Background: an optimization exercise with open tools, aiming at small area, a short achievable clock period and few clock cycles. Do not read the settings as production practice. In this exercise RTL edits were held to simulation tests only and were not proved equivalent to the original. Power and IR drop assume default switching activity.

## flow/run.sh

```bash
#!/bin/bash
# synth_recipe.tcl (not shown) runs the flow's synth.tcl, then flattens the netlist and writes it again
# the make line also repeats each setting of config.mk as NAME=value (left out here)
make -C /OpenROAD-flow-scripts/flow DESIGN_CONFIG=/design/flow/config.mk WORK_HOME=/design/flow/orfs CLKGATE_MAP_FILE= SYNTH_SCRIPT=/design/flow/synth_recipe.tcl finish
```

## flow/config.mk

```make
export PLATFORM = sky130hd
export DESIGN_NAME = layer_1
export DESIGN_NICKNAME = layer_1
export VERILOG_FILES = /design/flow/design.v
export SDC_FILE = /design/flow/constraint.sdc
export NUM_CORES = 8
export LEC_CHECK = 0
export CAP_MARGIN = 20
export CORE_MARGIN = 2
export CORE_UTILIZATION = 45
export SLEW_MARGIN = 20
```

## flow/constraint.sdc

```tcl
create_clock -name core_clock -period 12.0 [get_ports {clk}]
set_input_delay 2.4000 -clock core_clock [delete_from_list [all_inputs] [get_ports {clk}]]
set_output_delay 2.4000 -clock core_clock [all_outputs]
set_load 0.01 [all_outputs]
```

## flow/design.v

```verilog
module comp2_gt
    #(parameter
        DW = 32
    )
    (
        i_a, 
        i_b,
        o_a_gt_b
    );
    input [DW-1:0] i_a, 
                   i_b;
    output o_a_gt_b;
    assign o_a_gt_b = i_a > i_b;
endmodule
module Conv1d
    #(parameter
        DW = 32,
        in_ch = 1,
        size_k = 3, 
        stride = 1,
        MaxPool = 2
    )
    (
        clk,
        RSTn,
        i_EN_w,
        i_EN_c,
        o_busy,
        i_data,
        i_stb_in,
        o_ack_in,
        o_data,
        o_stb_out,
        i_ack_out
    );
    input clk,
          RSTn;
    input i_EN_w,
          i_EN_c;
    output o_busy;
    input [DW*in_ch-1:0] i_data;
    input i_stb_in;
    output o_ack_in;
    output [DW*MaxPool-1:0] o_data;
    output o_stb_out;
    input i_ack_out;
    reg r_ack_in;
    assign o_ack_in = r_ack_in;
    reg [DW-1:0] arr_weight[0:in_ch-1][0:size_k-1];
    reg [DW-1:0] arr_data[0:in_ch-1][0:(size_k-1)+(stride*(MaxPool-1))];
    reg [DW-1:0] arr_mult[0:MaxPool-1][0:in_ch-1][0:size_k-1];
    reg [31:0] cnt_arr;
    reg [DW-1:0] r_conv[0:MaxPool-1];
    reg [DW*MaxPool-1:0] r_data;
    assign o_data = r_data;
    reg r_stb_out;
    assign o_stb_out = r_stb_out;
    wire [DW-1:0] arr_sum[0:MaxPool-1][0:in_ch-1][1:size_k-1];
    genvar m, n, o;
    generate
        for (m = 0; m < MaxPool; m = m+1) begin : gen_sum
            for (n = 0; n < in_ch; n = n+1) begin
                assign arr_sum[m][n][1] = arr_mult[m][n][1] + arr_mult[m][n][0];
                for (o = 2; o < size_k; o = o+1) begin
                    assign arr_sum[m][n][o] = arr_sum[m][n][o-1] + arr_mult[m][n][o];
                end
            end
        end
    endgenerate
    reg [2:0] state;
    localparam IDLE = 3'b000,
               LOAD = 3'b110,
               DATA = 3'b111,
               MULT = 3'b100,
               ADD  = 3'b101,
               WAIT = 3'b001;
    integer i, j, k;
    always @(posedge clk, negedge RSTn)
        if (!RSTn) begin
            state <= IDLE;
            r_ack_in <= 0;
            for (i = 0; i < in_ch; i = i+1) begin
                for (j = 0; j < size_k; j = j+1) begin
                    arr_weight[i][j] <= 0;
                    for (k = 0; k < MaxPool; k = k+1) begin 
                        arr_mult[k][i][j] <= 0;
                    end
                end
                for (j = 0; j < size_k+(stride*(MaxPool-1)); j = j+1) begin
                    arr_data[i][j] <= 0;
                end
            end
            for (i = 0; i < MaxPool; i = i+1) begin
                r_conv[i] <= 0;
            end
            r_data <= 0;
            r_stb_out <= 0;
            cnt_arr <= 0;
        end
        else begin
            case (state)
                IDLE : begin
                    r_ack_in <= 0;
                    for (i = 0; i < MaxPool; i = i+1) begin
                        for (j = 0; j < in_ch; j = j+1) begin
                            for (k = 0; k < size_k; k = k+1) begin 
                                arr_mult[i][j][k] <= 0;
                            end
                        end
                    end
                    for (i = 0; i < MaxPool; i = i+1) begin
                        r_conv[i] <= 0;
                    end
                    cnt_arr <= 0;
                    case ({i_EN_w, i_EN_c})
                        2'b10 :
                            state <= LOAD;
                        2'b01 :
                            state <= DATA;
                        default :
                            state <= IDLE;
                    endcase
                end
                LOAD : begin
                    r_ack_in <= 1;
                    if (i_stb_in && o_ack_in) begin
                        r_ack_in <= 0;
                        for (i = 0; i < in_ch; i = i+1) begin
                            for (j = 0; j < size_k-1; j = j+1) begin
                                arr_weight[i][j+1] <= arr_weight[i][j];
                            end
                            arr_weight[i][0] <= i_data[i*DW +: DW];
                        end
                        if (cnt_arr == size_k-1)
                            state <= IDLE;
                        else begin
                            state <= LOAD;
                            cnt_arr <= cnt_arr+1;
                        end
                    end
                end
                DATA : begin
                    r_ack_in <= 1;
                    if (i_stb_in && o_ack_in) begin
                        r_ack_in <= 0;
                        for (i = 0; i < in_ch; i = i+1) begin
                            for (j = 0; j < (size_k-1)+(stride*(MaxPool-1)); j = j+1) begin
                                arr_data[i][j+1] <= arr_data[i][j];
                            end
                            arr_data[i][0] <= i_data[i*DW +: DW];
                        end
                        if (cnt_arr == MaxPool-1) begin
                            state <= MULT;
                            cnt_arr <= 0;
                        end
                        else begin
                            state <= DATA;
                            cnt_arr <= cnt_arr+1;
                        end
                    end
                end
                MULT : begin
                    state <= ADD;
                    r_ack_in <= 0;
                    for (i = 0; i < MaxPool; i = i+1) begin
                        for (j = 0; j < in_ch; j = j+1) begin
                            for (k = 0; k < size_k; k = k+1) begin 
                                arr_mult[i][j][k] <= arr_data[j][(i*stride)+k] * arr_weight[j][k];
                            end
                        end
                    end
                end
                ADD : begin
                    r_ack_in <= 0;
                    for (i = 0; i < MaxPool; i = i+1)
                        r_conv[i] <= r_conv[i] + arr_sum[i][cnt_arr][size_k-1];
                    if (cnt_arr == in_ch-1) begin
                        state <= WAIT;
                        cnt_arr <= 0;
                    end
                    else begin
                        state <= ADD;
                        cnt_arr <= cnt_arr+1;
                    end
                end
                WAIT : begin
                    r_ack_in <= 0;
                    if (!o_stb_out) begin
                        state <= IDLE;
                        for (i = 0; i < MaxPool; i = i+1)
                            r_data[i*DW +: DW] <= r_conv[i];
                        r_stb_out <= 1;
                    end
                    else
                        state <= WAIT;
                end
            endcase
            if (o_stb_out && i_ack_out)
                r_stb_out <= 0;
        end
        assign o_busy = |state;
endmodule
module layer_1
    #(parameter
        DW = 32,
        in_ch = 1,
        out_ch = 2
    )
    (
        clk,
        RSTn,
        i_EN_w,
        i_EN_c,
        o_busy,
        i_data,
        i_stb_in,
        o_ack_in,
        o_data,
        o_stb_out,
        i_ack_out
    );
    input clk,
          RSTn;
    input i_EN_w, 
          i_EN_c;
    output o_busy;
    input [DW*in_ch-1:0] i_data;
    input i_stb_in;
    output o_ack_in;
    output [DW*out_ch-1:0] o_data;
    output o_stb_out;
    input i_ack_out;
    localparam size_k = 3, 
               stride = 1,
               MaxPool = 2;
    reg [DW-1:0] r_bias[0:out_ch-1];
    reg r_ack_w;
    reg r_EN_w;
    reg [31:0] cnt_arr;
    reg [1:0] state;
    localparam IDLE = 2'b00,
               BIAS = 2'b10,
               LOAD = 2'b01;
    integer i;
    always @(posedge clk, negedge RSTn)
        if (!RSTn) begin
            state <= IDLE;
            r_ack_w <= 0;
            r_EN_w <= 0;
            cnt_arr <= 0;
            for (i = 0; i < out_ch; i = i+1)
                r_bias[i] <= 0;
        end
        else begin
            case (state)
                IDLE : begin
                    r_ack_w <= 0;
                    r_EN_w <= 0;
                    cnt_arr <= 0;
                    if (i_EN_w)
                        state <= BIAS;
                    else 
                        state <= IDLE;
                end
                BIAS : begin
                    r_ack_w <= 1;
                    r_EN_w <= 0;
                    if (i_stb_in && o_ack_in) begin
                        r_ack_w <= 0;
                        for (i = 0; i < in_ch; i = i+1)
                            r_bias[(in_ch*cnt_arr)+i] <= i_data[i*DW +: DW];
                        if (cnt_arr == (out_ch/in_ch)-1) begin
                            state <= LOAD;
                            r_EN_w <= 1;
                            cnt_arr <= 0;
                        end
                        else begin
                            state <= BIAS;
                            cnt_arr <= cnt_arr+1;
                        end
                    end
                end
                LOAD : begin
                    r_ack_w <= 0;
                    r_EN_w <= 1;
                    if (i_stb_in && o_ack_in) begin
                        if (cnt_arr == size_k*out_ch-1) begin
                            state <= IDLE;
                            r_EN_w <= 0;
                        end
                        else begin
                            state <= LOAD;
                            cnt_arr <= cnt_arr+1;
                        end
                    end
                end
            endcase
        end
    wire [out_ch-1:0] w_EN_w;
    wire [out_ch-1:0] w_busy;
    wire [out_ch-1:0] w_ack_in;
    wire [DW-1:0] w_conv[0:MaxPool-1][0:out_ch-1];
    wire [DW-1:0] w_max[0:out_ch-1];
    wire [DW-1:0] w_data[0:out_ch-1];
    wire [out_ch-1:0] w_stb_out;
    wire [out_ch-1:0] o_gt_z;
    genvar m;
    generate
        for (m = 0; m < out_ch; m = m + 1) begin : gen_Conv
            assign w_EN_w[m] = r_EN_w && ((cnt_arr/size_k)==m);
            assign w_max[m] = o_gt_z[m] ? w_conv[1][m] : w_conv[0][m];
            assign w_data[m] = w_max[m] + r_bias[m];
            assign o_data[m*DW +: DW] = w_data[m];
            Conv1d
            #(
                .DW(DW),
                .in_ch(in_ch)
            )
            Conv
            (
                .clk(clk),
                .RSTn(RSTn),
                .i_EN_w(w_EN_w[m]),
                .i_EN_c(i_EN_c),
                .o_busy(w_busy[m]),
                .i_data(i_data),
                .i_stb_in(i_stb_in),
                .o_ack_in(w_ack_in[m]),
                .o_data({w_conv[1][m], w_conv[0][m]}),
                .o_stb_out(w_stb_out[m]),
                .i_ack_out(i_ack_out)
            );
            comp2_gt
            #(
                .DW(DW)
            )
            comp
            (
                .i_a(w_conv[1][m]), 
                .i_b(w_conv[0][m]),
                .o_a_gt_b(o_gt_z[m])
            );
        end
    endgenerate
    assign o_busy = (|w_busy) | (|state);
    assign o_ack_in = (state[1] && r_ack_w) | (|w_ack_in);
    assign o_stb_out = &w_stb_out;
endmodule
```

==> flow_summary.json <==
{
  "finalSetupViolations": 0,
  "required_ps": 9600,
  "placed_cell_area_sq_mm": 0.264,
  "hold_viol": 0,
  "power_frac_seq": 0.211,
  "place_inst": 35300,
  "synthTopCellsByArea": "fa_1, dfrtp_1, ha_1",
  "drt_wl_total_um": 812000,
  "status": "complete, no violations",
  "avgRoutedWirePerCell_um": 22.8,
  "slew_viol_final": 0,
  "ys_dominant_reg_cell": "dfrtp_1",
  "worstMarginPinSlew_ps": 1190,
  "switching_share": 0.513,
  "power_frac_comb": 0.602,
  "r2r_start": "cnt_arr[26]",
  "ys_warn_count": 8,
  "grt_start_max_net_pins": 143,
  "hold-path-cell-count": 2,
  "start_util": 0.452,
  "rrSetupSlack_ps": 890,
  "fin_crit_ps": 11420,
  "yosysTopAreaCell": "fa_1",
  "netlist_instances": 28900,
  "crit_slowest_cell": "clkdlybuf4s50_1",
  "multi_input_area_sq_mm": 0.195,
  "dieWidth_um": 758,
  "avgSynthCellArea_sq_um": 8.86,
  "critical_path_class": "flop to output pin",
  "hp-start": "gen_Conv[0].Conv.arr_mult[0][2]",
  "synth_edf_count": 0,
  "drc": 0,
  "track_usage": 0.289,
  "cp.arrival_ps": 9020,
  "reg2reg_to": "gen_Conv[0].Conv.state[2]",
  "cts_buffers": 171,
  "p_sw_mw": 15.4,
  "hold_path_class": "flop to flop",
  "slew_headroom": 0.206,
  "coreArea_sq_mm": 0.565,
  "finClkSkew_ps": 109,
  "cts_max_path_buffers": 4,
  "leakagePower_nw": 142,
  "floorplan.rows": 276,
  "clkPwrFrac": 0.188,
  "cts_tree": "yes",
  "clkLatencyLatePin_ps": 980,
  "crit_fanout": 3,
  "ys_types": 108,
  "drtIter0Drc": 13500,
  "cp-end-kind": "output pin",
  "ant_nets": 0,
  "htree_levels": 4,
  "hold_path_end": "gen_Conv[0].Conv.arr_mult[0][2]",
  "r2r_cells": 47,
  "gp_congestion": 0.906,
  "fin_crit_sh": 0.952,
  "p_per_area_mw_per_mm2": 111,
  "clock-root-buffer": "clkbuf_16",
  "clk_pin_slew_ps": 60,
  "synth_most_common_cell": "inv_1",
  "crit_path_start_kind": "flop",
  "ys_seq_elements": 1262,
  "nFillCells": 54100,
  "yosysTopAreaCellShare": 0.384,
  "drv_cap": 0,
  "drive_gt1_frac": 0.0631,
  "cts_sinks": 1262,
  "async_flop_share": 1.00,
  "p_int_mw": 14.6,
  "die-area_sq_mm": 0.574,
  "fin_cells": 35700,
  "place_hpwl_um": 606000,
  "syn_nets": 35800,
  "port_buffers": 104,
  "syn_to_final_growth_pct": 5.70,
  "tns_ps": 0,
  "path_common_cell": "a21oi_2",
  "cts-hold-fix-buffers": 0,
  "final_area_sq_mm": 0.270,
  "fmax_ghz": 0.0875,
  "grt_pass1_wl_um": 1260000,
  "num_vias": 191000,
  "ios": 105,
  "vias_per_cell": 5.37,
  "first_pass_iters": 8,
  "synth_commonest_cells": "inv_1, nand2_1, fa_1",
  "grt_pass1_vias": 204000,
  "max_stage_delay_ps": 540,
  "syn_area_sq_mm": 0.256,
  "grt-ovfl-total": 0,
  "peakVddDrop_uv": 780,
  "die_h_um": 758,
  "antenna_found_initial": 51,
  "fin_nets": 34900,
  "seq_area_sq_mm": 0.0318,
  "ys_seq_area_frac": 0.124
}
## final cells by class
| class | instances | share of cell area |
|---|---|---|
| diodes | 25 | 0.000232 |
| clock buffers | 219 | 0.0175 |
| clock inverters | 91 | 0.00439 |
| inverters | 6251 | 0.0868 |
| multi-input cells | 19700 | 0.720 |
| flip-flops and latches | 1262 | 0.118 |
| well taps | 7506 | 0.0348 |
| repair buffers | 613 | 0.0186 |
## state kept, by name (all words and copies together), names as in the netlist
name	count
cnt_arr	32
gen_Conv.Conv.arr_data	256
gen_Conv.Conv.arr_mult	384
gen_Conv.Conv.arr_weight	192
gen_Conv.Conv.cnt_arr	64
gen_Conv.Conv.r_ack_in	2
gen_Conv.Conv.r_conv	128
gen_Conv.Conv.r_data	128
gen_Conv.Conv.r_stb_out	2
gen_Conv.Conv.state	6
r_EN_w	1
r_ack_w	1
r_bias	64
state	2
## power by group through the flow
stage / sequential (mW) / combinational [mW] / clock, mW
6_report: 6.33 / 18.1 / 5.65
5_1_grt: 6.37 / 20.1 / 5.90
2_1_floorplan: 5.06 / 12.5 / 0
3_3_place_gp: 6.36 / 17.9 / 0
3_5_place_dp: 6.37 / 18.0 / 0
4_1_cts: 6.29 / 18.2 / 5.75
## repair_timing
item,in CTS,in global routing
endpoints found under the setup margin,5,18
gates resized for setup,20,50
pin swaps,4,19
buffers inserted,2,10
## layer usage
metal / GRT usage / vias up / wire length [um]
li1: - / 83800 / -
met5: 0 / - / 93
met1: 0.364 / 99300 / 317000
met4: 0.145 / 16 / 49900
met3: 0.0427 / 1845 / 56300
met2: 0.485 / 6593 / 389000
## kinds of logic (layout without fill, tap and decap cells)
group           Yosys count  in the layout  synth area share
mux                     737            737            0.0324
buf+inv                7906           7174             0.116
compound gates         2278           2278            0.0545
flops                  1262           1262             0.124
other cells               0             25                 0
fa+ha+maj              6904           6904             0.482
xor+xnor               1318           1318            0.0452
simple gates           8455           8455             0.146
## per-stage QoR
step | utilization | setup WS (ps) | total power [mW] | hold slack [ps]
final | 0.478 | 575 | 30.1 | 479
after global routing | 0.478 | -12.5 | 32.4 | 499
after global placement | 0.467 | 480 | 24.3 | 466
after floorplan | - | 1410 | 17.5 | 443
after detailed placement | 0.467 | 386 | 24.4 | 467
after CTS | 0.477 | 12.5 | 30.2 | 481
## critical path, delay by kind of cell (launching register included)
kind            cells  cell delay [ps]
simple gates        7              590
compound gates     33             5480
buf+inv             3              720
fa+ha+maj           2              580
mux                 1              360
flops               1              350
## worst max-delay path by stage
| stage | startpoint | to | slack [ps] |
|---|---|---|---|
| 6_report | gen_Conv[0].Conv.r_data[1] | o_data[29] | 580 |
| 2_1_floorplan | gen_Conv[1].Conv.r_data[1] | o_data[62] | 1410 |
| 5_1_grt | gen_Conv[0].Conv.r_data[1] | o_data[29] | -10 |
| 4_1_cts | gen_Conv[1].Conv.r_data[1] | o_data[63] | 10 |
| 3_5_place_dp | cnt_arr[26] | gen_Conv[0].Conv.state[2] | 390 |
| 3_3_place_gp | gen_Conv[1].Conv.r_data[1] | o_data[62] | 480 |
## placed cells by master (no fill, tap or decap), drive strengths merged, types with 124 or more instances in the layout
cell type / instances
a21boi: 136
a21oi: 553
and2: 1594
buf: 511
clkbuf: 220
dfrtp: 1262
fa: 4910
ha: 1993
inv: 6263
mux2: 704
nand2: 5705
nand3: 124
nor2: 460
o21ai: 851
o31ai: 252
xnor2: 1023
xor2: 294
Testbench counts, summed over its fixed seeds: cycles 24,072.

static timing again, ports no longer ideal:
No port has a modelled driver above. Below, the same layout with a new extraction and two added sets of constraints.
Step 1, drivers: a clkbuf_16 drives clk and a buf_2 each remaining input, both assumed.
Step 2 adds t to the input delays and takes it off the output delays; t is the mean of the earliest and latest rising clock arrival at the registers after step 1. Input paths then give back, and output paths get back, about the clock's delay inside the block.
a / b / c = no drivers / after step 1 / after step 2; a / b = the first two.
shift t [ns]: 1.058
setup WS [ns]: 0.575 / 0.440 / 0.891
latest minus earliest clock arrival (ns): 0.110 / 0.111
worst register clock-pin slew, ns: 0.08 / 0.08
cell pins on the clock port's net: 1
After both steps this run still meets setup and hold. The setup slack of this run moves by -0.135 ns with the drivers and by +0.316 ns with both steps.
